This is an optimization exercise on Yosys and OpenROAD, whose aim is small area, not a production implementation.
In this exercise RTL edits were held to simulation tests only and were not proved equivalent to the original.
Power and IR drop assume default switching activity.

==> flow/design.v <==
module fa_cell (
    input   a,
    input   b,
    input   c,
    output  s,
    output  co
);
    assign s  = a ^ b ^ c;
    assign co = (a & b) | (a & c) | (b & c);
endmodule
module pp_cell (
    input   a,
    input   b,
    output  y
);
    assign y = ~(a & b);
endmodule
module xnor_cell (
    input   a,
    input   b,
    output  y
);
    assign y = ~(a ^ b);
endmodule
module processing_element # (
    parameter DATA_WIDTH = 8
)
(
    input       [4*DATA_WIDTH-1 : 0]    i_fmap  ,    
    input       [4*DATA_WIDTH-1 : 0]    i_weight,    
    input                   [3 : 0]     i_en    ,    
    input                   [3 : 0]     i_sh    ,    
    input                               i_clr   ,    
    output      [2*DATA_WIDTH-1 : 0]    o_sum
);
    wire [255:0] pp;
    wire [3:0]   en = i_en & i_sh;
    wire [31:0]  fg = i_fmap & {{8{en[3]}}, {8{en[2]}}, {8{en[1]}}, {8{en[0]}}};
    genvar gr, gi, gj;
    generate for (gr = 0; gr < 4; gr = gr + 1) begin : g_r
        for (gi = 0; gi < 8; gi = gi + 1) begin : g_i
            for (gj = 0; gj < 8; gj = gj + 1) begin : g_j
                pp_cell u_pp (.a(fg[gr*8 + gi]), .b(i_weight[gr*8 + gj]), .y(pp[gr*64 + gi*8 + gj]));
            end
        end
    end endgenerate
    wire t0;
    wire t1;
    fa_cell u2 (.a(pp[0]), .b(pp[64]), .c(pp[128]), .s(t0), .co(t1));
    wire t3;
    wire t4;
    fa_cell u5 (.a(pp[1]), .b(pp[8]), .c(pp[65]), .s(t3), .co(t4));
    wire t6;
    wire t7;
    fa_cell u8 (.a(pp[72]), .b(pp[129]), .c(pp[136]), .s(t6), .co(t7));
    wire t9;
    wire t10;
    fa_cell u11 (.a(t1), .b(t3), .c(t6), .s(t9), .co(t10));
    wire t12;
    xnor_cell u13 (.a(pp[193]), .b(pp[200]), .y(t12));
    wire t14;
    assign t14 = ~(~pp[193] & ~pp[200]);
    wire t15;
    wire t16;
    fa_cell u17 (.a(pp[2]), .b(pp[9]), .c(pp[16]), .s(t15), .co(t16));
    wire t18;
    wire t19;
    fa_cell u20 (.a(pp[66]), .b(pp[73]), .c(pp[80]), .s(t18), .co(t19));
    wire t21;
    wire t22;
    fa_cell u23 (.a(pp[130]), .b(pp[137]), .c(pp[144]), .s(t21), .co(t22));
    wire t24;
    wire t25;
    fa_cell u26 (.a(t4), .b(t7), .c(t15), .s(t24), .co(t25));
    wire t27;
    wire t28;
    fa_cell u29 (.a(t18), .b(t21), .c(pp[194]), .s(t27), .co(t28));
    wire t30;
    wire t31;
    fa_cell u32 (.a(pp[201]), .b(pp[208]), .c(t10), .s(t30), .co(t31));
    wire t33;
    wire t34;
    fa_cell u35 (.a(t14), .b(t24), .c(t27), .s(t33), .co(t34));
    wire t36;
    wire t37;
    fa_cell u38 (.a(pp[3]), .b(pp[10]), .c(pp[17]), .s(t36), .co(t37));
    wire t39;
    wire t40;
    fa_cell u41 (.a(pp[24]), .b(pp[67]), .c(pp[74]), .s(t39), .co(t40));
    wire t42;
    wire t43;
    fa_cell u44 (.a(pp[81]), .b(pp[88]), .c(pp[131]), .s(t42), .co(t43));
    wire t45;
    wire t46;
    fa_cell u47 (.a(pp[138]), .b(pp[145]), .c(pp[152]), .s(t45), .co(t46));
    wire t48;
    wire t49;
    fa_cell u50 (.a(t16), .b(t19), .c(t22), .s(t48), .co(t49));
    wire t51;
    wire t52;
    fa_cell u53 (.a(t36), .b(t39), .c(t42), .s(t51), .co(t52));
    wire t54;
    wire t55;
    fa_cell u56 (.a(t45), .b(pp[195]), .c(pp[202]), .s(t54), .co(t55));
    wire t57;
    wire t58;
    fa_cell u59 (.a(pp[209]), .b(pp[216]), .c(t25), .s(t57), .co(t58));
    wire t60;
    wire t61;
    fa_cell u62 (.a(t48), .b(t28), .c(t51), .s(t60), .co(t61));
    wire t63;
    wire t64;
    fa_cell u65 (.a(t54), .b(t31), .c(t57), .s(t63), .co(t64));
    wire t66;
    xnor_cell u67 (.a(t34), .b(t60), .y(t66));
    wire t68;
    assign t68 = ~(~t34 & ~t60);
    wire t69;
    wire t70;
    fa_cell u71 (.a(pp[4]), .b(pp[11]), .c(pp[18]), .s(t69), .co(t70));
    wire t72;
    wire t73;
    fa_cell u74 (.a(pp[25]), .b(pp[32]), .c(pp[68]), .s(t72), .co(t73));
    wire t75;
    wire t76;
    fa_cell u77 (.a(pp[75]), .b(pp[82]), .c(pp[89]), .s(t75), .co(t76));
    wire t78;
    wire t79;
    fa_cell u80 (.a(pp[96]), .b(pp[132]), .c(pp[139]), .s(t78), .co(t79));
    wire t81;
    wire t82;
    fa_cell u83 (.a(pp[146]), .b(pp[153]), .c(pp[160]), .s(t81), .co(t82));
    wire t84;
    wire t85;
    fa_cell u86 (.a(t37), .b(t40), .c(t43), .s(t84), .co(t85));
    wire t87;
    wire t88;
    fa_cell u89 (.a(t46), .b(t69), .c(t72), .s(t87), .co(t88));
    wire t90;
    wire t91;
    fa_cell u92 (.a(t75), .b(t78), .c(t81), .s(t90), .co(t91));
    wire t93;
    wire t94;
    fa_cell u95 (.a(pp[196]), .b(pp[203]), .c(pp[210]), .s(t93), .co(t94));
    wire t96;
    wire t97;
    fa_cell u98 (.a(pp[217]), .b(pp[224]), .c(t49), .s(t96), .co(t97));
    wire t99;
    wire t100;
    fa_cell u101 (.a(t52), .b(t84), .c(t87), .s(t99), .co(t100));
    wire t102;
    wire t103;
    fa_cell u104 (.a(t90), .b(t55), .c(t93), .s(t102), .co(t103));
    wire t105;
    wire t106;
    fa_cell u107 (.a(t96), .b(t58), .c(t61), .s(t105), .co(t106));
    wire t108;
    wire t109;
    fa_cell u110 (.a(t99), .b(t102), .c(t64), .s(t108), .co(t109));
    wire t111;
    xnor_cell u112 (.a(t68), .b(t105), .y(t111));
    wire t113;
    assign t113 = ~(~t68 & ~t105);
    wire t114;
    wire t115;
    fa_cell u116 (.a(pp[5]), .b(pp[12]), .c(pp[19]), .s(t114), .co(t115));
    wire t117;
    wire t118;
    fa_cell u119 (.a(pp[26]), .b(pp[33]), .c(pp[40]), .s(t117), .co(t118));
    wire t120;
    wire t121;
    fa_cell u122 (.a(pp[69]), .b(pp[76]), .c(pp[83]), .s(t120), .co(t121));
    wire t123;
    wire t124;
    fa_cell u125 (.a(pp[90]), .b(pp[97]), .c(pp[104]), .s(t123), .co(t124));
    wire t126;
    wire t127;
    fa_cell u128 (.a(pp[133]), .b(pp[140]), .c(pp[147]), .s(t126), .co(t127));
    wire t129;
    wire t130;
    fa_cell u131 (.a(pp[154]), .b(pp[161]), .c(pp[168]), .s(t129), .co(t130));
    wire t132;
    wire t133;
    fa_cell u134 (.a(t70), .b(t73), .c(t76), .s(t132), .co(t133));
    wire t135;
    wire t136;
    fa_cell u137 (.a(t79), .b(t82), .c(t114), .s(t135), .co(t136));
    wire t138;
    wire t139;
    fa_cell u140 (.a(t117), .b(t120), .c(t123), .s(t138), .co(t139));
    wire t141;
    wire t142;
    fa_cell u143 (.a(t126), .b(t129), .c(pp[197]), .s(t141), .co(t142));
    wire t144;
    wire t145;
    fa_cell u146 (.a(pp[204]), .b(pp[211]), .c(pp[218]), .s(t144), .co(t145));
    wire t147;
    wire t148;
    fa_cell u149 (.a(pp[225]), .b(pp[232]), .c(t85), .s(t147), .co(t148));
    wire t150;
    wire t151;
    fa_cell u152 (.a(t88), .b(t91), .c(t132), .s(t150), .co(t151));
    wire t153;
    wire t154;
    fa_cell u155 (.a(t135), .b(t138), .c(t94), .s(t153), .co(t154));
    wire t156;
    wire t157;
    fa_cell u158 (.a(t141), .b(t144), .c(t97), .s(t156), .co(t157));
    wire t159;
    wire t160;
    fa_cell u161 (.a(t147), .b(t100), .c(t150), .s(t159), .co(t160));
    wire t162;
    wire t163;
    fa_cell u164 (.a(t153), .b(t103), .c(t156), .s(t162), .co(t163));
    wire t165;
    wire t166;
    fa_cell u167 (.a(t106), .b(t159), .c(t162), .s(t165), .co(t166));
    wire t168;
    xnor_cell u169 (.a(t109), .b(t113), .y(t168));
    wire t170;
    assign t170 = ~(~t109 & ~t113);
    wire t171;
    wire t172;
    fa_cell u173 (.a(pp[6]), .b(pp[13]), .c(pp[20]), .s(t171), .co(t172));
    wire t174;
    wire t175;
    fa_cell u176 (.a(pp[27]), .b(pp[34]), .c(pp[41]), .s(t174), .co(t175));
    wire t177;
    wire t178;
    fa_cell u179 (.a(pp[48]), .b(pp[70]), .c(pp[77]), .s(t177), .co(t178));
    wire t180;
    wire t181;
    fa_cell u182 (.a(pp[84]), .b(pp[91]), .c(pp[98]), .s(t180), .co(t181));
    wire t183;
    wire t184;
    fa_cell u185 (.a(pp[105]), .b(pp[112]), .c(pp[134]), .s(t183), .co(t184));
    wire t186;
    wire t187;
    fa_cell u188 (.a(pp[141]), .b(pp[148]), .c(pp[155]), .s(t186), .co(t187));
    wire t189;
    wire t190;
    fa_cell u191 (.a(pp[162]), .b(pp[169]), .c(pp[176]), .s(t189), .co(t190));
    wire t192;
    wire t193;
    fa_cell u194 (.a(t115), .b(t118), .c(t121), .s(t192), .co(t193));
    wire t195;
    wire t196;
    fa_cell u197 (.a(t124), .b(t127), .c(t130), .s(t195), .co(t196));
    wire t198;
    wire t199;
    fa_cell u200 (.a(t171), .b(t174), .c(t177), .s(t198), .co(t199));
    wire t201;
    wire t202;
    fa_cell u203 (.a(t180), .b(t183), .c(t186), .s(t201), .co(t202));
    wire t204;
    wire t205;
    fa_cell u206 (.a(t189), .b(pp[198]), .c(pp[205]), .s(t204), .co(t205));
    wire t207;
    wire t208;
    fa_cell u209 (.a(pp[212]), .b(pp[219]), .c(pp[226]), .s(t207), .co(t208));
    wire t210;
    wire t211;
    fa_cell u212 (.a(pp[233]), .b(pp[240]), .c(t133), .s(t210), .co(t211));
    wire t213;
    wire t214;
    fa_cell u215 (.a(t136), .b(t139), .c(t192), .s(t213), .co(t214));
    wire t216;
    wire t217;
    fa_cell u218 (.a(t195), .b(t142), .c(t198), .s(t216), .co(t217));
    wire t219;
    wire t220;
    fa_cell u221 (.a(t201), .b(t145), .c(t204), .s(t219), .co(t220));
    wire t222;
    wire t223;
    fa_cell u224 (.a(t207), .b(t148), .c(t210), .s(t222), .co(t223));
    wire t225;
    wire t226;
    fa_cell u227 (.a(t151), .b(t213), .c(t154), .s(t225), .co(t226));
    wire t228;
    wire t229;
    fa_cell u230 (.a(t216), .b(t219), .c(t157), .s(t228), .co(t229));
    wire t231;
    wire t232;
    fa_cell u233 (.a(t222), .b(t160), .c(t225), .s(t231), .co(t232));
    wire t234;
    wire t235;
    fa_cell u236 (.a(t163), .b(t228), .c(t231), .s(t234), .co(t235));
    wire t237;
    xnor_cell u238 (.a(t170), .b(t166), .y(t237));
    wire t239;
    assign t239 = ~(~t170 & ~t166);
    wire t240;
    wire t241;
    fa_cell u242 (.a(pp[7]), .b(pp[14]), .c(pp[21]), .s(t240), .co(t241));
    wire t243;
    wire t244;
    fa_cell u245 (.a(pp[28]), .b(pp[35]), .c(pp[42]), .s(t243), .co(t244));
    wire t246;
    wire t247;
    fa_cell u248 (.a(pp[49]), .b(pp[56]), .c(pp[71]), .s(t246), .co(t247));
    wire t249;
    wire t250;
    fa_cell u251 (.a(pp[78]), .b(pp[85]), .c(pp[92]), .s(t249), .co(t250));
    wire t252;
    wire t253;
    fa_cell u254 (.a(pp[99]), .b(pp[106]), .c(pp[113]), .s(t252), .co(t253));
    wire t255;
    wire t256;
    fa_cell u257 (.a(pp[120]), .b(pp[135]), .c(pp[142]), .s(t255), .co(t256));
    wire t258;
    wire t259;
    fa_cell u260 (.a(pp[149]), .b(pp[156]), .c(pp[163]), .s(t258), .co(t259));
    wire t261;
    wire t262;
    fa_cell u263 (.a(pp[170]), .b(pp[177]), .c(pp[184]), .s(t261), .co(t262));
    wire t264;
    wire t265;
    fa_cell u266 (.a(t172), .b(t175), .c(t178), .s(t264), .co(t265));
    wire t267;
    wire t268;
    fa_cell u269 (.a(t181), .b(t184), .c(t187), .s(t267), .co(t268));
    wire t270;
    wire t271;
    fa_cell u272 (.a(t190), .b(t240), .c(t243), .s(t270), .co(t271));
    wire t273;
    wire t274;
    fa_cell u275 (.a(t246), .b(t249), .c(t252), .s(t273), .co(t274));
    wire t276;
    wire t277;
    fa_cell u278 (.a(t255), .b(t258), .c(t261), .s(t276), .co(t277));
    wire t279;
    wire t280;
    fa_cell u281 (.a(pp[199]), .b(pp[206]), .c(pp[213]), .s(t279), .co(t280));
    wire t282;
    wire t283;
    fa_cell u284 (.a(pp[220]), .b(pp[227]), .c(pp[234]), .s(t282), .co(t283));
    wire t285;
    wire t286;
    fa_cell u287 (.a(pp[241]), .b(pp[248]), .c(t193), .s(t285), .co(t286));
    wire t288;
    wire t289;
    fa_cell u290 (.a(t196), .b(t199), .c(t202), .s(t288), .co(t289));
    wire t291;
    wire t292;
    fa_cell u293 (.a(t264), .b(t267), .c(t270), .s(t291), .co(t292));
    wire t294;
    wire t295;
    fa_cell u296 (.a(t273), .b(t276), .c(t205), .s(t294), .co(t295));
    wire t297;
    wire t298;
    fa_cell u299 (.a(t208), .b(t279), .c(t282), .s(t297), .co(t298));
    wire t300;
    wire t301;
    fa_cell u302 (.a(t211), .b(t285), .c(t214), .s(t300), .co(t301));
    wire t303;
    wire t304;
    fa_cell u305 (.a(t288), .b(t217), .c(t291), .s(t303), .co(t304));
    wire t306;
    wire t307;
    fa_cell u308 (.a(t220), .b(t294), .c(t297), .s(t306), .co(t307));
    wire t309;
    wire t310;
    fa_cell u311 (.a(t223), .b(t300), .c(t226), .s(t309), .co(t310));
    wire t312;
    wire t313;
    fa_cell u314 (.a(t303), .b(t229), .c(t306), .s(t312), .co(t313));
    wire t315;
    wire t316;
    fa_cell u317 (.a(t309), .b(t232), .c(t312), .s(t315), .co(t316));
    wire t318;
    xnor_cell u319 (.a(t235), .b(t239), .y(t318));
    wire t320;
    assign t320 = ~(~t235 & ~t239);
    wire t321;
    wire t322;
    fa_cell u323 (.a(pp[15]), .b(pp[22]), .c(pp[29]), .s(t321), .co(t322));
    wire t324;
    wire t325;
    fa_cell u326 (.a(pp[36]), .b(pp[43]), .c(pp[50]), .s(t324), .co(t325));
    wire t327;
    wire t328;
    fa_cell u329 (.a(pp[57]), .b(pp[79]), .c(pp[86]), .s(t327), .co(t328));
    wire t330;
    wire t331;
    fa_cell u332 (.a(pp[93]), .b(pp[100]), .c(pp[107]), .s(t330), .co(t331));
    wire t333;
    wire t334;
    fa_cell u335 (.a(pp[114]), .b(pp[121]), .c(pp[143]), .s(t333), .co(t334));
    wire t336;
    wire t337;
    fa_cell u338 (.a(pp[150]), .b(pp[157]), .c(pp[164]), .s(t336), .co(t337));
    wire t339;
    wire t340;
    fa_cell u341 (.a(pp[171]), .b(pp[178]), .c(pp[185]), .s(t339), .co(t340));
    wire t342;
    wire t343;
    fa_cell u344 (.a(t241), .b(t244), .c(t247), .s(t342), .co(t343));
    wire t345;
    wire t346;
    fa_cell u347 (.a(t250), .b(t253), .c(t256), .s(t345), .co(t346));
    wire t348;
    wire t349;
    fa_cell u350 (.a(t259), .b(t262), .c(t321), .s(t348), .co(t349));
    wire t351;
    wire t352;
    fa_cell u353 (.a(t324), .b(t327), .c(t330), .s(t351), .co(t352));
    wire t354;
    wire t355;
    fa_cell u356 (.a(t333), .b(t336), .c(t339), .s(t354), .co(t355));
    wire t357;
    wire t358;
    fa_cell u359 (.a(pp[207]), .b(pp[214]), .c(pp[221]), .s(t357), .co(t358));
    wire t360;
    wire t361;
    fa_cell u362 (.a(pp[228]), .b(pp[235]), .c(pp[242]), .s(t360), .co(t361));
    wire t363;
    wire t364;
    fa_cell u365 (.a(pp[249]), .b(t265), .c(t268), .s(t363), .co(t364));
    wire t366;
    wire t367;
    fa_cell u368 (.a(t271), .b(t274), .c(t277), .s(t366), .co(t367));
    wire t369;
    wire t370;
    fa_cell u371 (.a(t342), .b(t345), .c(t348), .s(t369), .co(t370));
    wire t372;
    wire t373;
    fa_cell u374 (.a(t351), .b(t354), .c(t280), .s(t372), .co(t373));
    wire t375;
    wire t376;
    fa_cell u377 (.a(t283), .b(t357), .c(t360), .s(t375), .co(t376));
    wire t378;
    wire t379;
    fa_cell u380 (.a(t286), .b(t363), .c(t289), .s(t378), .co(t379));
    wire t381;
    wire t382;
    fa_cell u383 (.a(t292), .b(t366), .c(t295), .s(t381), .co(t382));
    wire t384;
    wire t385;
    fa_cell u386 (.a(t369), .b(t372), .c(t298), .s(t384), .co(t385));
    wire t387;
    wire t388;
    fa_cell u389 (.a(t375), .b(t301), .c(t378), .s(t387), .co(t388));
    wire t390;
    wire t391;
    fa_cell u392 (.a(t304), .b(t381), .c(t307), .s(t390), .co(t391));
    wire t393;
    wire t394;
    fa_cell u395 (.a(t384), .b(t310), .c(t387), .s(t393), .co(t394));
    wire t396;
    wire t397;
    fa_cell u398 (.a(t313), .b(t390), .c(t393), .s(t396), .co(t397));
    wire t399;
    wire t400;
    fa_cell u401 (.a(t316), .b(t320), .c(t396), .s(t399), .co(t400));
    wire t402;
    wire t403;
    fa_cell u404 (.a(pp[23]), .b(pp[30]), .c(pp[37]), .s(t402), .co(t403));
    wire t405;
    wire t406;
    fa_cell u407 (.a(pp[44]), .b(pp[51]), .c(pp[58]), .s(t405), .co(t406));
    wire t408;
    wire t409;
    fa_cell u410 (.a(pp[87]), .b(pp[94]), .c(pp[101]), .s(t408), .co(t409));
    wire t411;
    wire t412;
    fa_cell u413 (.a(pp[108]), .b(pp[115]), .c(pp[122]), .s(t411), .co(t412));
    wire t414;
    wire t415;
    fa_cell u416 (.a(pp[151]), .b(pp[158]), .c(pp[165]), .s(t414), .co(t415));
    wire t417;
    wire t418;
    fa_cell u419 (.a(pp[172]), .b(pp[179]), .c(pp[186]), .s(t417), .co(t418));
    wire t420;
    wire t421;
    fa_cell u422 (.a(t322), .b(t325), .c(t328), .s(t420), .co(t421));
    wire t423;
    wire t424;
    fa_cell u425 (.a(t331), .b(t334), .c(t337), .s(t423), .co(t424));
    wire t426;
    wire t427;
    fa_cell u428 (.a(t340), .b(t402), .c(t405), .s(t426), .co(t427));
    wire t429;
    wire t430;
    fa_cell u431 (.a(t408), .b(t411), .c(t414), .s(t429), .co(t430));
    wire t432;
    wire t433;
    fa_cell u434 (.a(t417), .b(pp[215]), .c(pp[222]), .s(t432), .co(t433));
    wire t435;
    wire t436;
    fa_cell u437 (.a(pp[229]), .b(pp[236]), .c(pp[243]), .s(t435), .co(t436));
    wire t438;
    wire t439;
    fa_cell u440 (.a(pp[250]), .b(t343), .c(t346), .s(t438), .co(t439));
    wire t441;
    wire t442;
    fa_cell u443 (.a(t349), .b(t352), .c(t355), .s(t441), .co(t442));
    wire t444;
    wire t445;
    fa_cell u446 (.a(t420), .b(t423), .c(t426), .s(t444), .co(t445));
    wire t447;
    wire t448;
    fa_cell u449 (.a(t429), .b(t358), .c(t361), .s(t447), .co(t448));
    wire t450;
    wire t451;
    fa_cell u452 (.a(t432), .b(t435), .c(t364), .s(t450), .co(t451));
    wire t453;
    wire t454;
    fa_cell u455 (.a(t438), .b(t367), .c(t370), .s(t453), .co(t454));
    wire t456;
    wire t457;
    fa_cell u458 (.a(t441), .b(t373), .c(t444), .s(t456), .co(t457));
    wire t459;
    wire t460;
    fa_cell u461 (.a(t447), .b(t376), .c(t450), .s(t459), .co(t460));
    wire t462;
    wire t463;
    fa_cell u464 (.a(t379), .b(t453), .c(t382), .s(t462), .co(t463));
    wire t465;
    wire t466;
    fa_cell u467 (.a(t456), .b(t385), .c(t459), .s(t465), .co(t466));
    wire t468;
    wire t469;
    fa_cell u470 (.a(t388), .b(t462), .c(t391), .s(t468), .co(t469));
    wire t471;
    wire t472;
    fa_cell u473 (.a(t465), .b(t394), .c(t468), .s(t471), .co(t472));
    wire t474;
    wire t475;
    fa_cell u476 (.a(t397), .b(t471), .c(t400), .s(t474), .co(t475));
    wire t477;
    wire t478;
    fa_cell u479 (.a(pp[31]), .b(pp[38]), .c(pp[45]), .s(t477), .co(t478));
    wire t480;
    wire t481;
    fa_cell u482 (.a(pp[52]), .b(pp[59]), .c(pp[95]), .s(t480), .co(t481));
    wire t483;
    wire t484;
    fa_cell u485 (.a(pp[102]), .b(pp[109]), .c(pp[116]), .s(t483), .co(t484));
    wire t486;
    wire t487;
    fa_cell u488 (.a(pp[123]), .b(pp[159]), .c(pp[166]), .s(t486), .co(t487));
    wire t489;
    wire t490;
    fa_cell u491 (.a(pp[173]), .b(pp[180]), .c(pp[187]), .s(t489), .co(t490));
    wire t492;
    wire t493;
    fa_cell u494 (.a(t403), .b(t406), .c(t409), .s(t492), .co(t493));
    wire t495;
    wire t496;
    fa_cell u497 (.a(t412), .b(t415), .c(t418), .s(t495), .co(t496));
    wire t498;
    wire t499;
    fa_cell u500 (.a(t477), .b(t480), .c(t483), .s(t498), .co(t499));
    wire t501;
    wire t502;
    fa_cell u503 (.a(t486), .b(t489), .c(pp[223]), .s(t501), .co(t502));
    wire t504;
    wire t505;
    fa_cell u506 (.a(pp[230]), .b(pp[237]), .c(pp[244]), .s(t504), .co(t505));
    wire t507;
    wire t508;
    fa_cell u509 (.a(pp[251]), .b(t421), .c(t424), .s(t507), .co(t508));
    wire t510;
    wire t511;
    fa_cell u512 (.a(t427), .b(t430), .c(t492), .s(t510), .co(t511));
    wire t513;
    wire t514;
    fa_cell u515 (.a(t495), .b(t498), .c(t433), .s(t513), .co(t514));
    wire t516;
    wire t517;
    fa_cell u518 (.a(t436), .b(t501), .c(t504), .s(t516), .co(t517));
    wire t519;
    wire t520;
    fa_cell u521 (.a(t439), .b(t507), .c(t442), .s(t519), .co(t520));
    wire t522;
    wire t523;
    fa_cell u524 (.a(t445), .b(t510), .c(t448), .s(t522), .co(t523));
    wire t525;
    wire t526;
    fa_cell u527 (.a(t513), .b(t516), .c(t451), .s(t525), .co(t526));
    wire t528;
    wire t529;
    fa_cell u530 (.a(t454), .b(t519), .c(t457), .s(t528), .co(t529));
    wire t531;
    wire t532;
    fa_cell u533 (.a(t522), .b(t460), .c(t525), .s(t531), .co(t532));
    wire t534;
    wire t535;
    fa_cell u536 (.a(t463), .b(t528), .c(t466), .s(t534), .co(t535));
    wire t537;
    wire t538;
    fa_cell u539 (.a(t531), .b(t469), .c(t534), .s(t537), .co(t538));
    wire t540;
    wire t541;
    fa_cell u542 (.a(t472), .b(t537), .c(t475), .s(t540), .co(t541));
    wire t543;
    wire t544;
    fa_cell u545 (.a(pp[39]), .b(pp[46]), .c(pp[53]), .s(t543), .co(t544));
    wire t546;
    wire t547;
    fa_cell u548 (.a(pp[60]), .b(pp[103]), .c(pp[110]), .s(t546), .co(t547));
    wire t549;
    wire t550;
    fa_cell u551 (.a(pp[117]), .b(pp[124]), .c(pp[167]), .s(t549), .co(t550));
    wire t552;
    wire t553;
    fa_cell u554 (.a(pp[174]), .b(pp[181]), .c(pp[188]), .s(t552), .co(t553));
    wire t555;
    wire t556;
    fa_cell u557 (.a(t478), .b(t481), .c(t484), .s(t555), .co(t556));
    wire t558;
    wire t559;
    fa_cell u560 (.a(t487), .b(t490), .c(t543), .s(t558), .co(t559));
    wire t561;
    wire t562;
    fa_cell u563 (.a(t546), .b(t549), .c(t552), .s(t561), .co(t562));
    wire t564;
    wire t565;
    fa_cell u566 (.a(pp[231]), .b(pp[238]), .c(pp[245]), .s(t564), .co(t565));
    wire t567;
    wire t568;
    fa_cell u569 (.a(pp[252]), .b(t493), .c(t496), .s(t567), .co(t568));
    wire t570;
    wire t571;
    fa_cell u572 (.a(t499), .b(t555), .c(t558), .s(t570), .co(t571));
    wire t573;
    wire t574;
    fa_cell u575 (.a(t502), .b(t561), .c(t505), .s(t573), .co(t574));
    wire t576;
    wire t577;
    fa_cell u578 (.a(t564), .b(t508), .c(t567), .s(t576), .co(t577));
    wire t579;
    wire t580;
    fa_cell u581 (.a(t511), .b(t514), .c(t570), .s(t579), .co(t580));
    wire t582;
    wire t583;
    fa_cell u584 (.a(t517), .b(t573), .c(t520), .s(t582), .co(t583));
    wire t585;
    wire t586;
    fa_cell u587 (.a(t576), .b(t523), .c(t579), .s(t585), .co(t586));
    wire t588;
    wire t589;
    fa_cell u590 (.a(t526), .b(t582), .c(t529), .s(t588), .co(t589));
    wire t591;
    wire t592;
    fa_cell u593 (.a(t585), .b(t532), .c(t588), .s(t591), .co(t592));
    wire t594;
    wire t595;
    fa_cell u596 (.a(t535), .b(t591), .c(t538), .s(t594), .co(t595));
    wire t597;
    wire t598;
    fa_cell u599 (.a(pp[47]), .b(pp[54]), .c(pp[61]), .s(t597), .co(t598));
    wire t600;
    wire t601;
    fa_cell u602 (.a(pp[111]), .b(pp[118]), .c(pp[125]), .s(t600), .co(t601));
    wire t603;
    wire t604;
    fa_cell u605 (.a(pp[175]), .b(pp[182]), .c(pp[189]), .s(t603), .co(t604));
    wire t606;
    wire t607;
    fa_cell u608 (.a(t544), .b(t547), .c(t550), .s(t606), .co(t607));
    wire t609;
    wire t610;
    fa_cell u611 (.a(t553), .b(t597), .c(t600), .s(t609), .co(t610));
    wire t612;
    wire t613;
    fa_cell u614 (.a(t603), .b(pp[239]), .c(pp[246]), .s(t612), .co(t613));
    wire t615;
    wire t616;
    fa_cell u617 (.a(pp[253]), .b(t556), .c(t559), .s(t615), .co(t616));
    wire t618;
    wire t619;
    fa_cell u620 (.a(t562), .b(t606), .c(t609), .s(t618), .co(t619));
    wire t621;
    wire t622;
    fa_cell u623 (.a(t565), .b(t612), .c(t568), .s(t621), .co(t622));
    wire t624;
    wire t625;
    fa_cell u626 (.a(t571), .b(t615), .c(t574), .s(t624), .co(t625));
    wire t627;
    wire t628;
    fa_cell u629 (.a(t618), .b(t621), .c(t577), .s(t627), .co(t628));
    wire t630;
    wire t631;
    fa_cell u632 (.a(t580), .b(t624), .c(t583), .s(t630), .co(t631));
    wire t633;
    wire t634;
    fa_cell u635 (.a(t627), .b(t586), .c(t630), .s(t633), .co(t634));
    wire t636;
    wire t637;
    fa_cell u638 (.a(t589), .b(t633), .c(t592), .s(t636), .co(t637));
    wire t639;
    wire t640;
    fa_cell u641 (.a(pp[55]), .b(pp[62]), .c(pp[119]), .s(t639), .co(t640));
    wire t642;
    wire t643;
    fa_cell u644 (.a(pp[126]), .b(pp[183]), .c(pp[190]), .s(t642), .co(t643));
    wire t645;
    wire t646;
    fa_cell u647 (.a(t598), .b(t601), .c(t604), .s(t645), .co(t646));
    wire t648;
    wire t649;
    fa_cell u650 (.a(t639), .b(t642), .c(pp[247]), .s(t648), .co(t649));
    wire t651;
    wire t652;
    fa_cell u653 (.a(pp[254]), .b(t607), .c(t610), .s(t651), .co(t652));
    wire t654;
    wire t655;
    fa_cell u656 (.a(t645), .b(t613), .c(t648), .s(t654), .co(t655));
    wire t657;
    wire t658;
    fa_cell u659 (.a(t616), .b(t651), .c(t619), .s(t657), .co(t658));
    wire t660;
    wire t661;
    fa_cell u662 (.a(t654), .b(t622), .c(t625), .s(t660), .co(t661));
    wire t663;
    wire t664;
    fa_cell u665 (.a(t657), .b(t628), .c(t660), .s(t663), .co(t664));
    wire t666;
    wire t667;
    fa_cell u668 (.a(t631), .b(t663), .c(t634), .s(t666), .co(t667));
    wire t669;
    wire t670;
    fa_cell u671 (.a(pp[63]), .b(pp[127]), .c(pp[191]), .s(t669), .co(t670));
    wire t672;
    wire t673;
    fa_cell u674 (.a(t640), .b(t643), .c(t669), .s(t672), .co(t673));
    wire t675;
    wire t676;
    fa_cell u677 (.a(pp[255]), .b(t646), .c(t672), .s(t675), .co(t676));
    wire t678;
    wire t679;
    fa_cell u680 (.a(t649), .b(t652), .c(t675), .s(t678), .co(t679));
    wire t681;
    wire t682;
    fa_cell u683 (.a(t655), .b(t658), .c(t678), .s(t681), .co(t682));
    wire t684;
    wire t685;
    fa_cell u686 (.a(t661), .b(t681), .c(t664), .s(t684), .co(t685));
    wire t687;
    xnor_cell u688 (.a(t0), .b(pp[192]), .y(t687));
    wire t689;
    assign t689 = ~(~t0 & ~pp[192]);
    wire t690;
    wire t691;
    fa_cell u692 (.a(t12), .b(t689), .c(t9), .s(t690), .co(t691));
    wire t693;
    wire t694;
    fa_cell u695 (.a(t30), .b(t691), .c(t33), .s(t693), .co(t694));
    wire t696;
    wire t697;
    fa_cell u698 (.a(t63), .b(t66), .c(t694), .s(t696), .co(t697));
    wire t699;
    wire t700;
    fa_cell u701 (.a(t111), .b(t108), .c(t697), .s(t699), .co(t700));
    wire t702;
    wire t703;
    fa_cell u704 (.a(t168), .b(t165), .c(t700), .s(t702), .co(t703));
    wire t705;
    wire t706;
    fa_cell u707 (.a(t237), .b(t234), .c(t703), .s(t705), .co(t706));
    wire t708;
    wire t709;
    fa_cell u710 (.a(t315), .b(t318), .c(t706), .s(t708), .co(t709));
    wire t711;
    xnor_cell u712 (.a(t399), .b(t709), .y(t711));
    wire t713;
    assign t713 = ~(~t399 & ~t709);
    wire t714;
    xnor_cell u715 (.a(t474), .b(t713), .y(t714));
    wire t716;
    assign t716 = ~(~t474 & ~t713);
    wire t717;
    xnor_cell u718 (.a(t540), .b(t716), .y(t717));
    wire t719;
    assign t719 = ~(~t540 & ~t716);
    wire t720;
    wire t721;
    fa_cell u722 (.a(t594), .b(t541), .c(t719), .s(t720), .co(t721));
    wire t723;
    xnor_cell u724 (.a(t636), .b(t595), .y(t723));
    wire t725;
    assign t725 = ~(~t636 & ~t595);
    wire t726;
    wire t727;
    fa_cell u728 (.a(t666), .b(t637), .c(t725), .s(t726), .co(t727));
    wire t729;
    wire t730;
    fa_cell u731 (.a(t684), .b(t667), .c(t727), .s(t729), .co(t730));
    wire t732;
    assign t732 = t670 ^ t673;
    wire t733;
    assign t733 = t732 ^ t676;
    wire t734;
    assign t734 = t733 ^ t679;
    wire t735;
    assign t735 = t734 ^ t682;
    wire t736;
    assign t736 = t735 ^ t685;
    wire t737;
    assign t737 = t736 ^ t730;
    wire t738;
    xnor_cell u739 (.a(t636), .b(t595), .y(t738));
    wire t740;
    assign t740 = ~(~t636 | ~t595);
    wire t741;
    wire t742;
    fa_cell u743 (.a(t666), .b(t637), .c(t740), .s(t741), .co(t742));
    wire t744;
    wire t745;
    fa_cell u746 (.a(t684), .b(t667), .c(t742), .s(t744), .co(t745));
    wire t747;
    assign t747 = t670 ^ t673;
    wire t748;
    assign t748 = t747 ^ t676;
    wire t749;
    assign t749 = t748 ^ t679;
    wire t750;
    assign t750 = t749 ^ t682;
    wire t751;
    assign t751 = t750 ^ t685;
    wire t752;
    assign t752 = t751 ^ t745;
    wire t753;
    assign t753 = ~t721 ? t738 : ~t723;
    wire t754;
    assign t754 = ~t721 ? ~t741 : ~t726;
    wire t755;
    assign t755 = ~t721 ? ~t744 : ~t729;
    wire t756;
    assign t756 = ~t721 ? ~t752 : ~t737;
    assign o_sum[0] = ~i_clr & ~t687;
    assign o_sum[1] = ~i_clr & ~t690;
    assign o_sum[2] = ~i_clr & ~t693;
    assign o_sum[3] = ~i_clr & ~t696;
    assign o_sum[4] = ~i_clr & ~t699;
    assign o_sum[5] = ~i_clr & ~t702;
    assign o_sum[6] = ~i_clr & ~t705;
    assign o_sum[7] = ~i_clr & ~t708;
    assign o_sum[8] = ~i_clr & ~t711;
    assign o_sum[9] = ~i_clr & ~t714;
    assign o_sum[10] = ~i_clr & ~t717;
    assign o_sum[11] = ~i_clr & ~t720;
    assign o_sum[12] = ~i_clr & t753;
    assign o_sum[13] = ~i_clr & t754;
    assign o_sum[14] = ~i_clr & t755;
    assign o_sum[15] = ~i_clr & t756;
endmodule
module ws_systolic_array # (
    parameter DATA_WIDTH = 8
)
(
    input                           clk         ,
    input                           rstn        ,
    input                           i_start     ,
    input       [DATA_WIDTH-1 : 0]  i_w_col_1   ,    
    input       [DATA_WIDTH-1 : 0]  i_w_col_2   ,    
    input       [DATA_WIDTH-1 : 0]  i_w_col_3   ,    
    input       [DATA_WIDTH-1 : 0]  i_w_col_4   ,    
    input       [DATA_WIDTH-1 : 0]  i_f_row_1   ,    
    input       [DATA_WIDTH-1 : 0]  i_f_row_2   ,    
    input       [DATA_WIDTH-1 : 0]  i_f_row_3   ,    
    input       [DATA_WIDTH-1 : 0]  i_f_row_4   ,    
    output    [2*DATA_WIDTH-1 : 0]  o_p_col_1   ,    
    output    [2*DATA_WIDTH-1 : 0]  o_p_col_2   ,    
    output    [2*DATA_WIDTH-1 : 0]  o_p_col_3   ,    
    output    [2*DATA_WIDTH-1 : 0]  o_p_col_4        
);
    localparam DW = DATA_WIDTH;
    reg                 r_load;
    reg     [1 : 0]     r_cnt;
    always @ (posedge clk) begin
        if (!rstn) begin
            r_load <= 1'b0;
            r_cnt  <= 2'd0;
        end else if (r_load) begin
            r_cnt  <= r_cnt + 1'b1;
            if (r_cnt == 2'd3) r_load <= 1'b0;
        end else if (i_start) begin
            r_load <= 1'b1;
        end
    end
    wire z = r_load | ~rstn;     
    reg     [2 : 0]     r_clr;
    reg     [5 : 0]     r_shf;
    reg                 r_wok;
    wire    [2 : 0]     clr_nx = {r_clr[1:0], 1'b1} & {3{~z}};
    wire    [5 : 0]     shf_nx = !rstn ? 6'd0 : (r_load ? r_shf : {r_shf[4:0], 1'b1});
    wire                wok_nx = rstn & (r_wok | r_load);
    always @ (posedge clk) begin
        r_clr <= clr_nx;
        r_shf <= shf_nx;
        r_wok <= wok_nx;
    end
    reg     [DW-1 : 0]  r_w [1:4][1:4];      
    wire    [DW-1 : 0]  w_in [1:4];
    assign w_in[1] = i_w_col_1;
    assign w_in[2] = i_w_col_2;
    assign w_in[3] = i_w_col_3;
    assign w_in[4] = i_w_col_4;
    integer r, c;
    always @ (posedge clk) begin
        if (r_load) begin
            for (c = 1; c <= 4; c = c + 1) begin
                r_w[1][c] <= w_in[c];
                for (r = 2; r <= 4; r = r + 1)
                    r_w[r][c] <= r_w[r-1][c];
            end
        end
    end
    reg     [DW-1 : 0]  r_f1 [1:6];
    reg     [DW-1 : 0]  r_f2 [1:5];
    reg     [DW-1 : 0]  r_f3 [1:4];
    reg     [DW-1 : 0]  r_f4 [1:3];
    always @ (posedge clk) begin
        if (!r_load) begin
            r_f1[1] <= i_f_row_1;  r_f1[2] <= r_f1[1];  r_f1[3] <= r_f1[2];
            r_f2[1] <= i_f_row_2;  r_f2[2] <= r_f2[1];  r_f2[3] <= r_f2[2];
            r_f3[1] <= i_f_row_3;  r_f3[2] <= r_f3[1];  r_f3[3] <= r_f3[2];
            r_f4[1] <= i_f_row_4;  r_f4[2] <= r_f4[1];  r_f4[3] <= r_f4[2];
        end
        r_f1[4] <= r_f1[3];  r_f1[5] <= r_f1[4];  r_f1[6] <= r_f1[5];
        r_f2[4] <= r_f2[3];  r_f2[5] <= r_f2[4];
        r_f3[4] <= r_f3[3];
    end
    wire    [3 : 0]     live_nx;                 
    assign live_nx[3] = wok_nx;                  
    assign live_nx[2] = wok_nx & clr_nx[0];      
    assign live_nx[1] = wok_nx & clr_nx[1];      
    assign live_nx[0] = wok_nx & clr_nx[2];      
    wire    [DW-1 : 0]  tap [1:4][1:4];          
    wire  [2*DW-1 : 0]  sum [1:4];
    assign tap[4][1] = i_f_row_4;
    assign tap[4][2] = r_f4[1];
    assign tap[4][3] = r_f4[2];
    assign tap[4][4] = r_f4[3];
    assign tap[3][1] = r_f3[1];
    assign tap[3][2] = r_f3[2];
    assign tap[3][3] = r_f3[3];
    assign tap[3][4] = r_f3[4];
    assign tap[2][1] = r_f2[2];
    assign tap[2][2] = r_f2[3];
    assign tap[2][3] = r_f2[4];
    assign tap[2][4] = r_f2[5];
    assign tap[1][1] = r_f1[3];
    assign tap[1][2] = r_f1[4];
    assign tap[1][3] = r_f1[5];
    assign tap[1][4] = r_f1[6];
    reg     [3 : 0]     r_live;                  
    always @ (posedge clk)
        r_live <= live_nx;
    wire    [3 : 0]     sh [1:4];                
    assign sh[1] = 4'b1111;
    assign sh[2] = {r_shf[0], r_shf[1], r_shf[2], r_shf[3]};
    assign sh[3] = {r_shf[1], r_shf[2], r_shf[3], r_shf[4]};
    assign sh[4] = {r_shf[2], r_shf[3], r_shf[4], r_shf[5]};
    genvar gc;
    generate for (gc = 1; gc <= 4; gc = gc + 1) begin : g_col
        processing_element # (.DATA_WIDTH(DW)) u_mac (
            .i_fmap   ({tap[4][gc], tap[3][gc], tap[2][gc], tap[1][gc]}),
            .i_weight ({r_w[4][gc], r_w[3][gc], r_w[2][gc], r_w[1][gc]}),
            .i_en     (r_live),
            .i_sh     (sh[gc]),
            .i_clr    (z),
            .o_sum    (sum[gc])
        );
    end endgenerate
    reg   [2*DW-1 : 0]  r_p [1:4];
    always @ (posedge clk) begin
        for (c = 1; c <= 4; c = c + 1)
            r_p[c] <= sum[c];
    end
    assign o_p_col_1 = r_p[1];
    assign o_p_col_2 = r_p[2];
    assign o_p_col_3 = r_p[3];
    assign o_p_col_4 = r_p[4];
endmodule
==> flow/flow/run.sh <==
#!/bin/bash
# The standard layout (standard.sh, unchanged synthesis), with two changes:
# the port buffers use the smallest buffer cell, and the clock tree is built
# without dummy loads.  make's output goes to standard.log.
set -euo pipefail
cd "$(dirname "$0")/.."
bash standard.sh \
  "BUFFER_PORTS_ARGS=-buffer_cell sky130_fd_sc_hd__buf_1" \
  "CTS_ARGS=-sink_clustering_enable -repair_clock_nets -dont_use_dummy_load -sink_clustering_size 30 -sink_clustering_max_diameter 100" \
  finish > standard.log 2>&1
==> flow/standard.sh <==
#!/bin/bash
# synth_recipe.tcl (not shown) runs the flow's synth.tcl, then flattens the netlist and writes it again
# the make line also repeats each setting of config.mk as NAME=value (left out here)
make -C /OpenROAD-flow-scripts/flow DESIGN_CONFIG=/design/flow/config.mk WORK_HOME=/design/flow/orfs CLKGATE_MAP_FILE= SYNTH_SCRIPT=/design/flow/synth_recipe.tcl "${@:-finish}"
==> flow/config.mk <==
export PLATFORM = sky130hd
export DESIGN_NAME = ws_systolic_array
export DESIGN_NICKNAME = ws_systolic_array
export VERILOG_FILES = /design/flow/design.v
export SDC_FILE = /design/flow/constraint.sdc
export NUM_CORES = 4
export LEC_CHECK = 0
export CAP_MARGIN = 20
export CORE_MARGIN = 2
export CORE_UTILIZATION = 40
export GPL_TIMING_DRIVEN = 0
export SLEW_MARGIN = 20
export SYNTH_HIERARCHICAL = 1
export SYNTH_MINIMUM_KEEP_SIZE = 0
==> flow/constraint.sdc <==
create_clock -name core_clock -period 7.5 [get_ports {clk}]
set_input_delay 1.5000 -clock core_clock [delete_from_list [all_inputs] [get_ports {clk}]]
set_output_delay 1.5000 -clock core_clock [all_outputs]
set_load 0.01 [all_outputs]
==> flow_summary.json, run 1 <==
{
  "outcome": "no timing/DRC/antenna violations",
  "hold_viol_final": 0,
  "fin_crit_sh": 0.9647,
  "grt_pass1_vias": 24270,
  "avgSynthCellArea_um2": 12.81,
  "place_ws_ns": -0.5560,
  "num_vias": 21180,
  "max_freq_mhz": 138.2,
  "fin_skew_ns": 0.1035,
  "drt_first_pass_iters": 5,
  "r2r_slack_ns": 0.27,
  "fillers": 7980,
  "synth_edf_count": 224,
  "power_frac_comb": 0.087,
  "netlist_instances": 2680,
  "postRouteAntennaNets": 0,
  "arrival_ns": 7.70,
  "ys_ff_latch": 351,
  "die_w_um": 297.0,
  "wl_per_cell_um": 22.80,
  "drc_errors": 0,
  "cts.sinks": 351,
  "setup_ws_ns": 0.2651,
  "port_buffers": 130,
  "gp_congestion": 0.9154,
  "grt_pass1_wl_um": 143400,
  "clk_path_buf_depth": 3,
  "hp-class": "reg2reg",
  "cellLeakagePower_nw": 6.935,
  "dieArea_um2": 88180,
  "antenna_found_initial": 4,
  "reg2regPathDepth": 18,
  "hpwl_um": 75020,
  "ys.flop_type": "edfxtp_1",
  "vias_per_cell": 5.273,
  "crit_required_ns": 7.96,
  "min_path_cells": 0,
  "maxCapViolations": 0,
  "synth.distinct_cells": 24,
  "p_per_area_nw_per_um2": 106.1,
  "switchingPower_mw": 1.071,
  "clkPwrFrac": 0.310,
  "multi_input_area_um2": 25250,
  "wl_um": 91610,
  "synth_warnings": 19,
  "ios": 131,
  "vdd_drop_max_mv": 0.1619,
  "grt_overflow": 0,
  "cts_tree": "done",
  "cts-buffers-inserted": 23,
  "cts-htree-levels": 1,
  "yosysSeqAreaShare": 0.2700,
  "netlist_area_um2": 34330,
  "area_growth_syn_to_layout_pct": 8.459,
  "netSwitchingFraction": 0.2712,
  "setup_viol": 0,
  "worstSetupPathType": "reg2reg",
  "die_y_um": 297.0,
  "period_minus_slack_ns": 7.235,
  "start_kind": "register",
  "core_area_um2": 85150,
  "path_max_fanout": 26,
  "rsz0062_at_grt": "false",
  "num_rows": 107,
  "p_int_mw": 2.878,
  "grt_max_degree": 79,
  "drt-initial-drc-count": 1474,
  "cts_root_buf": "clkbuf_16",
  "nets": 3882,
  "start_util": 0.4032,
  "tns_ns": 0,
  "track_usage": 0.2141,
  "clkTransAtPathRegs_ns": 0.12,
  "clock_latency_ns": 0.64,
  "pwr-share-seq": 0.604,
  "drive_gt1_frac": 0.05118,
  "maxSlewViolCount": 0,
  "critPathCaptureType": "register",
  "worst_pin_slew_ns": 0.7394,
  "slew_headroom": 0.5071,
  "async_flop_share": 0,
  "ff_latch_area_um2": 9295
}
power groups by stage:
stage,Combinational (mW),Clock [mW],Sequential [mW]
floorplan,0.216,0,2.35
global placement,0.318,0,2.45
detailed placement,0.350,0,2.42
CTS,0.351,1.28,2.38
global route,0.389,1.33,2.40
finish,0.343,1.22,2.38
Yosys stat by module (local to each module, per instance), excerpt:
module	times used	cell area, µm²	flops+latches
fa_cell	940	20.02	0
pp_cell	1024	3.754	0
ws_systolic_array	1	9480	351
xnor_cell	48	8.758	0
layout make-up:
cell class | count | share of cell area
repair buffers | 138 | 0.01657
clock buffers | 23 | 0.01546
diodes | 1 | 0.00006721
inverters | 2 | 0.0003360
well taps | 1144 | 0.03844
multi-input cells | 2348 | 0.6783
plain buffers | 10 | 0.001210
flip-flops and latches | 351 | 0.2496
cell usage in the layout (no fill, tap or decap), types with 2 or more instances in the layout:
| cell type | n |
|---|---|
| nand2_1 | 1025 |
| fa_1 | 938 |
| edfxtp_1 | 224 |
| buf_1 | 130 |
| dfxtp_1 | 118 |
| xnor2_1 | 68 |
| and3_1 | 63 |
| and3_2 | 56 |
| nor2_1 | 56 |
| conb_1 | 32 |
| or2_2 | 24 |
| clkbuf_16 | 23 |
| nor2b_1 | 15 |
| a211oi_1 | 12 |
| and3_4 | 11 |
| mux2i_1 | 10 |
| clkbuf_1 | 9 |
| or3_1 | 8 |
| and2_1 | 7 |
| dfxtp_4 | 6 |
| xor2_1 | 5 |
| or2_4 | 4 |
| or3_2 | 4 |
| or3_4 | 4 |
| dfxtp_2 | 3 |
| buf_4 | 3 |
| buf_6 | 2 |
| o21a_1 | 2 |
| fa_2 | 2 |
| buf_16 | 2 |
| buf_12 | 2 |
sequential cells by signal, summed over array words and instances (netlist names):
| signal | flops |
|---|---|
| r_cnt | 2 |
| r_f2 | 40 |
| r_shf | 6 |
| r_f3 | 32 |
| r_live | 4 |
| r_f4 | 24 |
| r_p | 64 |
| r_w | 128 |
| r_f1 | 48 |
| r_load | 1 |
| r_clr | 2 |
path summary, 6_finish.rpt:
path	from	to
worst min register to register	r_f1[4][6]	r_f1[5][6]
worst max-delay path	r_shf[3]	r_p[2][15]
worst max register to register	r_shf[3]	r_p[2][15]
worst min-delay path	r_f1[4][6]	r_f1[5][6]
Yosys cell counts (all sizes together) (7+ instances only):
master / n / area, µm²
nand2: 1025 / 3847
fa: 940 / 18820
edfxtp: 224 / 6726
and3: 130 / 813.3
dfxtp: 127 / 2542
xnor2: 68 / 595.6
nor2: 56 / 210.2
or2: 28 / 185.2
or3: 16 / 125.1
nor2b: 15 / 93.84
a211oi: 12 / 90.09
mux2i: 10 / 100.1
clkbuf: 9 / 33.78
and2: 7 / 43.79
worst max-delay path: stages (launching register included):
cell and delay, ns:
dfxtp_4 0.52, and3_1 0.42, nand2_1 0.14, fa_1 0.47, fa_1 0.46, fa_1 0.50
fa_1 0.53, fa_1 0.42, fa_1 0.52, fa_1 0.44, fa_1 0.39, fa_1 0.39
fa_1 0.47, or2_2 0.32, fa_1 0.50, mux2i_1 0.23, xnor2_1 0.16, xnor2_1 0.14
nor2_1 0.05
timing repair:
item | CTS | global route
hold buffers | 0 | 0
pin swaps | 0 | 0
setup buffers | 0 | 4
resized for setup | 29 | 64
setup endpoints to repair | 13 | 7
cell families (layout without fill, tap and decap cells):
group	count (synthesis)	in the layout	synth area share
other	1	33	0.0001092
flip-flops	351	351	0.2700
AO/OA/AOI/OAI	15	15	0.003353
buffers and inverters	12	173	0.001531
AND/OR/NAND/NOR	1277	1277	0.1549
multiplexers	10	10	0.002916
XOR/XNOR	73	73	0.01862
adder cells (fa/ha/maj)	941	941	0.5485
stage by stage:
stage | utilization | cells | power [mW] | cell area [µm²] | hold slack [ns]
after floorplan | - | 2711 | 2.566 | 34450 | 0.3242
after detailed placement | 0.4283 | 3989 | 2.773 | 36470 | 0.3323
after global placement | 0.4271 | 3985 | 2.771 | 36360 | 0.3319
after CTS | 0.4355 | 4012 | 4.010 | 37080 | 0.3561
final | 0.4373 | 4017 | 3.949 | 37230 | 0.3501
after global routing | 0.4373 | 4017 | 4.119 | 37230 | 0.3631
metal layers:
layer | track usage | up-vias | part of all wire | routed length [µm]
met1 | 0.2844 | 11360 | 0.40 | 36630
li1 | - | 8818 | - | -
met4 | 0.07275 | 0 | 0.039 | 3598
met2 | 0.3584 | 846 | 0.49 | 45070
met5 | 0 | - | 0 | 0
met3 | 0.03562 | 153 | 0.069 | 6302
==> run 2: changes to the inputs <==
--- a/flow/flow/run.sh
+++ b/flow/flow/run.sh
@@ -6,5 +6,5 @@
 cd "$(dirname "$0")/.."
 bash standard.sh \
   "BUFFER_PORTS_ARGS=-buffer_cell sky130_fd_sc_hd__buf_1" \
-  "CTS_ARGS=-sink_clustering_enable -repair_clock_nets -dont_use_dummy_load -sink_clustering_size 30 -sink_clustering_max_diameter 100" \
+  "CTS_ARGS=-sink_clustering_enable -repair_clock_nets -dont_use_dummy_load -buf_list sky130_fd_sc_hd__clkbuf_8 -sink_clustering_size 16 -sink_clustering_max_diameter 60" \
   finish > standard.log 2>&1
==> run 2 against run 1 <==
Effect of this change:
- hold slack worse by 0.032 ns
- combinational power hardly changed
- critical path depth increased by 1
- maximum frequency shrank 0.27%
- worst setup slack worse by 0.019 ns
- power barely moved
- clock-buffer cell count is 21 higher
- non-clock buffer count increased by 3
- global-route usage rose by 0.22 points
- sequential share of layout area shrank 0.075 points
- clock power barely moved
- highest routed layer unchanged
==> flow_summary.json, run 2 <==
{
  "outcome": "no timing/DRC/antenna violations",
  "synthTopCellsByArea": "fa_1, edfxtp_1, nand2_1",
  "arrival_ns": 7.77,
  "reg_top3": "r_w: 128 flops, r_p: 64 flops, r_f1: 48 flops",
  "rsz0062_at_grt": "true",
  "ff_latch_area_um2": 9295,
  "start_util": 0.4032,
  "grt_pass1_vias": 24410,
  "fin_crit_sh": 0.9672,
  "core_area_um2": 85150,
  "synth_compound_area_frac": 0.003353,
  "place_ws_ns": -0.5560,
  "maxCapViolations": 0,
  "cts-htree-levels": 2,
  "hpwl_um": 75020,
  "drt-initial-drc-count": 1662,
  "muxShareOfSynthArea": 0.002916,
  "post-route-util": 0.4386,
  "r2r_end": "r_p[1][15]",
  "crit_start": "r_live[1]",
  "cts.sinks": 351,
  "setup_viol": 0,
  "maxSlewViolCount": 0,
  "synth.distinct_cells": 24,
  "reg2regPathDepth": 19,
  "path_max_fanout": 16,
  "setup_ws_ns": 0.2458,
  "num_rows": 107,
  "drt_first_pass_iters": 5,
  "fin_skew_ns": 0.1319,
  "synth_xor_area_frac": 0.01862,
  "hp-class": "reg2reg",
  "fillers": 7980,
  "yosys.area.top_type_share": 0.5482,
  "post-synth-top-area-cell": "fa_1",
  "multi_input_area_um2": 25300,
  "final_cell_mix": "nand2_1, fa_1, edfxtp_1",
  "clock_latency_ns": 0.70,
  "num_vias": 21330,
  "dp.cells": 3989,
  "period_minus_slack_ns": 7.254,
  "worst_pin_slew_ns": 0.7483,
  "netlist_instances": 2680,
  "yosysMostFrequentCell": "nand2_1",
  "critPathCaptureType": "register",
  "regMostFlops": "r_w",
  "die_w_um": 297.0,
  "grt_max_degree": 79,
  "synth_common_cells": "nand2_1, fa_1, edfxtp_1",
  "synth_edf_count": 224,
  "vias_per_cell": 5.278,
  "gp_congestion": 0.9154,
  "die_y_um": 297.0,
  "netlist_area_um2": 34330,
  "grt_overflow": 0,
  "start_kind": "register",
  "ys.flop_type": "edfxtp_1",
  "p_per_area_nw_per_um2": 105.8,
  "largest_register_ffs": 128,
  "nets": 3906,
  "wl_per_cell_um": 22.83,
  "synth_warnings": 19,
  "max_freq_mhz": 137.9,
  "antenna_found_initial": 4,
  "avgSynthCellArea_um2": 12.81,
  "crit_required_ns": 8.02,
  "r2r_slack_ns": 0.25,
  "async_flop_share": 0,
  "area_growth_syn_to_layout_pct": 8.787,
  "vdd_drop_max_mv": 0.1572,
  "yosysSeqAreaShare": 0.2700,
  "drive_gt1_frac": 0.06008,
  "synth-simple-area-share": 0.1549,
  "port_buffers": 130,
  "final_cell_count_no_fill": 4042,
  "worstSetupPathType": "reg2reg",
  "synth_top_family_by_area": "adder cells",
  "slew_headroom": 0.5012,
  "dieArea_um2": 88180,
  "grt_pass1_wl_um": 144500,
  "hold_viol_final": 0,
  "cts_tree": "done",
  "track_usage": 0.2163,
  "postRouteAntennaNets": 0,
  "wl_um": 92290,
  "cellLeakagePower_nw": 6.971,
  "cts-buffers-inserted": 44,
  "synthAdderAreaFrac": 0.5485,
  "setup.worst_path.end": "r_p[1][15]",
  "clkTransAtPathRegs_ns": 0.10,
  "ys_ff_latch": 351,
  "layout_commonest_cell": "nand2_1",
  "drc_errors": 0,
  "worstReg2RegStart": "r_live[1]",
  "cts_root_buf": "clkbuf_8",
  "worst_hold_slack_ns": 0.3183,
  "ios": 131,
  "clk_path_buf_depth": 3
}
## run 2: kinds of logic (layout without fill, tap and decap cells)
logic type | after synthesis | after routing
AO/OA/AOI/OAI | 15 | 15
other | 1 | 34
XOR/XNOR | 73 | 73
adder cells (fa/ha/maj) | 941 | 941
multiplexers | 10 | 10
AND/OR/NAND/NOR | 1277 | 1277
flip-flops | 351 | 351
buffers and inverters | 12 | 197
## run 2: worst min-delay path by stage
stage,startpoint,endpoint,cells past startpoint
after floorplan,r_f1[4][0],r_f1[5][0],0
after global placement,r_f1[4][7],r_f1[5][7],0
after detailed placement,r_f2[4][0],r_f2[5][0],0
after CTS,r_f1[4][3],r_f1[5][3],0
after global routing,r_f1[4][3],r_f1[5][3],0
final,r_f2[4][0],r_f2[5][0],0
## run 2: final cells by class
type / count / area share
inverters: 2 / 0.0003350
clock buffers: 44 / 0.01622
flip-flops and latches: 351 / 0.2489
multi-input cells: 2348 / 0.6773
diodes: 2 / 0.0001340
repair buffers: 141 / 0.01756
plain buffers: 10 / 0.001206
well taps: 1144 / 0.03833
## run 2: routing by layer
layer  vias up  wire (µm)  global-route usage
met5         -          0                   0
met4         0       3299             0.07407
met3       160       6711             0.03855
met2       884      45380              0.3604
met1     11430      36900              0.2867
li1       8864          -                   -
## run 2: critical path, cell delays in order, from the launching register on
cell and delay (ns):
dfxtp_4 0.44, buf_6 0.21, and3_4 0.34, nand2_1 0.11, fa_1 0.55, fa_1 0.49, fa_1 0.45, fa_1 0.58
fa_1 0.44, fa_1 0.41, or3_1 0.39, fa_1 0.42, fa_1 0.39, fa_1 0.47, or2_2 0.32, fa_2 0.44
mux2i_1 0.22, xnor2_1 0.16, xnor2_1 0.13, nor2_1 0.07
## run 2: timing repair
| action | 4_1_cts | 5_1_grt |
|---|---|---|
| hold buffers | 0 | 0 |
| setup endpoints to repair | 17 | 8 |
| setup buffers | 0 | 7 |
| resized for setup | 29 | 77 |
| pin swaps | 0 | 1 |
| hold endpoints to repair | 0 | 0 |
## run 2: where the power goes
| part | internal, mW | switching [mW] | leakage (nW) | total (mW) |
|---|---|---|---|---|
| sequential | 2.20 | 0.185 | 3.23 | 2.39 |
| clock | 0.515 | 0.706 | 0.316 | 1.22 |
| combinational | 0.138 | 0.207 | 3.42 | 0.345 |
| total | 2.85 | 1.10 | 6.97 | 3.95 |
## run 2: modules after synthesis, one instance, submodules excluded, excerpt
module / cells inside / flip-flops and latches / area [µm²]
fa_cell: 1 / 0 / 20.02
ws_systolic_array: 380 / 351 / 9480
xnor_cell: 1 / 0 / 8.758
pp_cell: 1 / 0 / 3.754
## run 2: stage by stage
| step | power, mW | instance area, µm² | setup TNS [ns] |
|---|---|---|---|
| floorplan | 2.566 | 34450 | 0 |
| CTS | 4.018 | 37110 | 0 |
| global placement | 2.771 | 36360 | -77.33 |
| detailed placement | 2.773 | 36470 | -2.700 |
| finish | 3.952 | 37350 | 0 |
| global route | 4.137 | 37340 | -0.06319 |
==> run 3: changes to the inputs <==
--- a/flow/flow/run.sh
+++ b/flow/flow/run.sh
@@ -6,5 +6,5 @@
 cd "$(dirname "$0")/.."
 bash standard.sh \
   "BUFFER_PORTS_ARGS=-buffer_cell sky130_fd_sc_hd__buf_1" \
-  "CTS_ARGS=-sink_clustering_enable -repair_clock_nets -dont_use_dummy_load -buf_list sky130_fd_sc_hd__clkbuf_8 -sink_clustering_size 16 -sink_clustering_max_diameter 60" \
+  "CTS_ARGS=-sink_clustering_enable -repair_clock_nets -dont_use_dummy_load -buf_list sky130_fd_sc_hd__clkbuf_4 -sink_clustering_size 9 -sink_clustering_max_diameter 45" \
   finish > standard.log 2>&1
==> run 3 against run 2 <==
Effect of this change:
- die area unchanged
- via count up 0.62%
- worst setup slack better by 0.026 ns
- global-route usage up 0.12 points
- largest power group unchanged
- design area down 0.41%
- core utilization down 0.18 points
- maximum frequency up 0.36%
- non-clock buffer count down 2
- highest routed layer is now met5
- sequential power about the same
- critical path type unchanged
- flip-flop and latch count unchanged
- clock skew up 0.036 ns
- combinational power about the same
==> flow_summary.json, run 3 <==
{
  "yosys.area.top_type_share": 0.5482,
  "finalPower_mw": 3.860,
  "die_w_um": 297.0,
  "cts_root_buf": "clkbuf_4",
  "worstSetupPathType": "reg2reg",
  "maxCapViolations": 0,
  "drc_errors": 0,
  "wl_per_cell_um": 22.69,
  "rsz0062_at_grt": "true",
  "final_cell_mix": "nand2_1, fa_1, edfxtp_1",
  "layout_commonest_cell": "nand2_1",
  "max_freq_mhz": 138.4,
  "final_cell_count_no_fill": 4070,
  "antenna_found_initial": 8,
  "track_usage": 0.2174,
  "path_buf_inv": 1,
  "crit_chain": "buf_6 -> and3_2 -> nand2_1 -> fa_1 -> fa_1 -> fa_1 -> fa_1 -> fa_1 -> fa_1 -> fa_1 -> fa_1 -> fa_1 -> fa_1 -> or2_2 -> fa_2 -> mux2i_1 -> xnor2_1 -> xnor2_1 -> nor2_1",
  "ios": 131,
  "reg_top3": "r_w: 128 flops, r_p: 64 flops, r_f1: 48 flops",
  "clock_latency_ns": 0.89,
  "avgSynthCellArea_um2": 12.81,
  "path_common_cell": "fa_1",
  "tns_ns": 0,
  "grt_max_degree": 79,
  "start_kind": "register",
  "drt_first_pass_iters": 5,
  "slew_headroom": 0.5072,
  "async_flop_share": 0,
  "vdd_drop_max_mv": 0.1567,
  "r2r_slack_ns": 0.27,
  "num_vias": 21470,
  "ys_ff_latch": 351,
  "vias_per_cell": 5.274,
  "cts_tree": "done",
  "path_max_fanout": 16,
  "wl_um": 92340,
  "netlist_instances": 2680,
  "critPathCaptureType": "register",
  "nets": 3928,
  "clkTransAtPathRegs_ns": 0.11,
  "regMostFlops": "r_w",
  "worst_pin_slew_ns": 0.7392,
  "synth_common_cells": "nand2_1, fa_1, edfxtp_1",
  "post-synth-top-area-cell": "fa_1",
  "max_stage_delay_ns": 0.54,
  "cellLeakagePower_nw": 6.975,
  "grt_pass1_wl_um": 144500,
  "port_buffers": 130,
  "gp_congestion": 0.9154,
  "fin_crit_sh": 0.9637,
  "core_area_um2": 85150,
  "yosysMostFrequentCell": "nand2_1",
  "drt-initial-drc-count": 1520,
  "crit_required_ns": 8.23,
  "die_y_um": 297.0,
  "arrival_ns": 7.95,
  "cts-buffers-inserted": 68,
  "largest_register_ffs": 128,
  "p_per_area_nw_per_um2": 103.8,
  "area_growth_syn_to_layout_pct": 8.343,
  "dieArea_um2": 88180,
  "synthTopCellsByArea": "fa_1, edfxtp_1, nand2_1",
  "hpwl_um": 75020,
  "synth.distinct_cells": 24,
  "synth_warnings": 19,
  "num_rows": 107,
  "synth_edf_count": 224,
  "grt_pass1_vias": 24660,
  "clk_path_buf_depth": 3,
  "hp-class": "reg2reg",
  "dp.cells": 3989,
  "outcome": "no timing/DRC/antenna violations",
  "yosysSeqAreaShare": 0.2700,
  "start_util": 0.4032,
  "period_minus_slack_ns": 7.228,
  "cts-htree-levels": 3,
  "worst_hold_slack_ns": 0.3546,
  "setup_viol": 0,
  "drive_gt1_frac": 0.06717,
  "hold_viol_final": 0,
  "cts.sinks": 351,
  "netlist_area_um2": 34330,
  "postRouteAntennaNets": 0,
  "ys.flop_type": "edfxtp_1",
  "grt_overflow": 0,
  "fin_skew_ns": 0.1683,
  "maxSlewViolCount": 0,
  "cp_slowest_cell": "fa_1",
  "path_delay_family": "adder cells"
}
## run 3: cell counts after synthesis
Identical to the previous run, type by type.
## run 3: kinds of logic after synthesis
group / count (synthesis) / synth area share
adder cells (fa/ha/maj): 941 / 0.5485
flip-flops: 351 / 0.2700
XOR/XNOR: 73 / 0.01862
buffers and inverters: 12 / 0.001531
AND/OR/NAND/NOR: 1277 / 0.1549
other: 1 / 0.0001092
AO/OA/AOI/OAI: 15 / 0.003353
multiplexers: 10 / 0.002916
## run 3: layer usage
layer / part of all wire / vias up / GRT usage
li1: - / 8940 / -
met1: 0.40 / 11450 / 0.2825
met2: 0.48 / 856 / 0.3570
met3: 0.073 / 216 / 0.04762
met4: 0.046 / 2 / 0.08562
met5: 0.00018 / - / 0
## run 3: metrics by stage
step           instance area (µm²)  worst slack, ns  utilization
2_1_floorplan                34450           0.4737            -
3_3_place_gp                 36360          -0.6555       0.4271
3_5_place_dp                 36470          -0.5560       0.4283
4_1_cts                      37020          0.01150       0.4347
5_1_grt                      37190        -0.003995       0.4368
6_report                     37190           0.2721       0.4368
## run 3: final cells by class
type | count | area (µm²)
timing repair buffer | 139 | 630.6
antenna | 8 | 20.02
fill | 8015 | 47950
multi-input combinational | 2348 | 25250
clock buffer | 68 | 510.5
tap | 1144 | 1431
sequential | 351 | 9295
inverter | 2 | 12.51
buffer | 10 | 45.04
## run 3: final timing paths
kind,start,endpoint,depth (start not counted)
min,r_f1[4][5],r_f1[5][5],0
max,r_live[0],r_p[2][15],19
max reg2reg,r_live[0],r_p[2][15],19
min reg2reg,r_f1[4][5],r_f1[5][5],0
## run 3: power by group
group	switching, mW	internal [mW]
Combinational	0.206	0.138
Sequential	0.185	2.20
Clock	0.721	0.411
## run 3: Yosys stat by module (local to each module, per instance), a selection
module	flip-flops and latches	cells	times used	area, µm²
ws_systolic_array	351	380	1	9480
fa_cell	0	1	940	20.02
xnor_cell	0	1	48	8.758
pp_cell	0	1	1024	3.754
## run 3: what timing repair did
| action | 4_1_cts | 5_1_grt |
|---|---|---|
| resized for setup | 28 | 65 |
| endpoints found under the setup margin | 13 | 9 |
| hold buffers | 0 | 0 |
| setup buffers | 0 | 5 |
| cloned | 0 | 0 |

separate check: timing with driven ports:
The flow's constraints put no driver on any port. The routed layouts listed below were extracted and timed again, unchanged, in two steps.
Step 1 assumes that a clkbuf_16 drives the clock port and a buf_2 every other input.
Step 2 also shifts input and output timing later by t, the mid clock arrival at the registers, as if the neighbouring blocks saw the same clock.
Three values: ideal ports, drivers, drivers and shift; two values: the first two.
run	t, ns	setup slack, ns	hold slack, ns	clock arrival spread, ns	worst data-port slew with drivers (ns)
run 1	0.653	0.265 / 0.265 / -0.274	0.350 / 0.350 / 0.350	0.103 / 0.103	0.17
run 2	0.703	0.246 / 0.246 / -0.248	0.318 / 0.318 / 0.318	0.136 / 0.137	0.15
run 3	0.870	0.272 / 0.272 / -0.164	0.355 / 0.355 / 0.355	0.168 / 0.168	0.14
Met with ideal ports but missed after step 2: setup timing in every run listed. The setup slack of run 1, which loses most, moves by 0.000 ns with the drivers and by -0.539 ns with both steps.
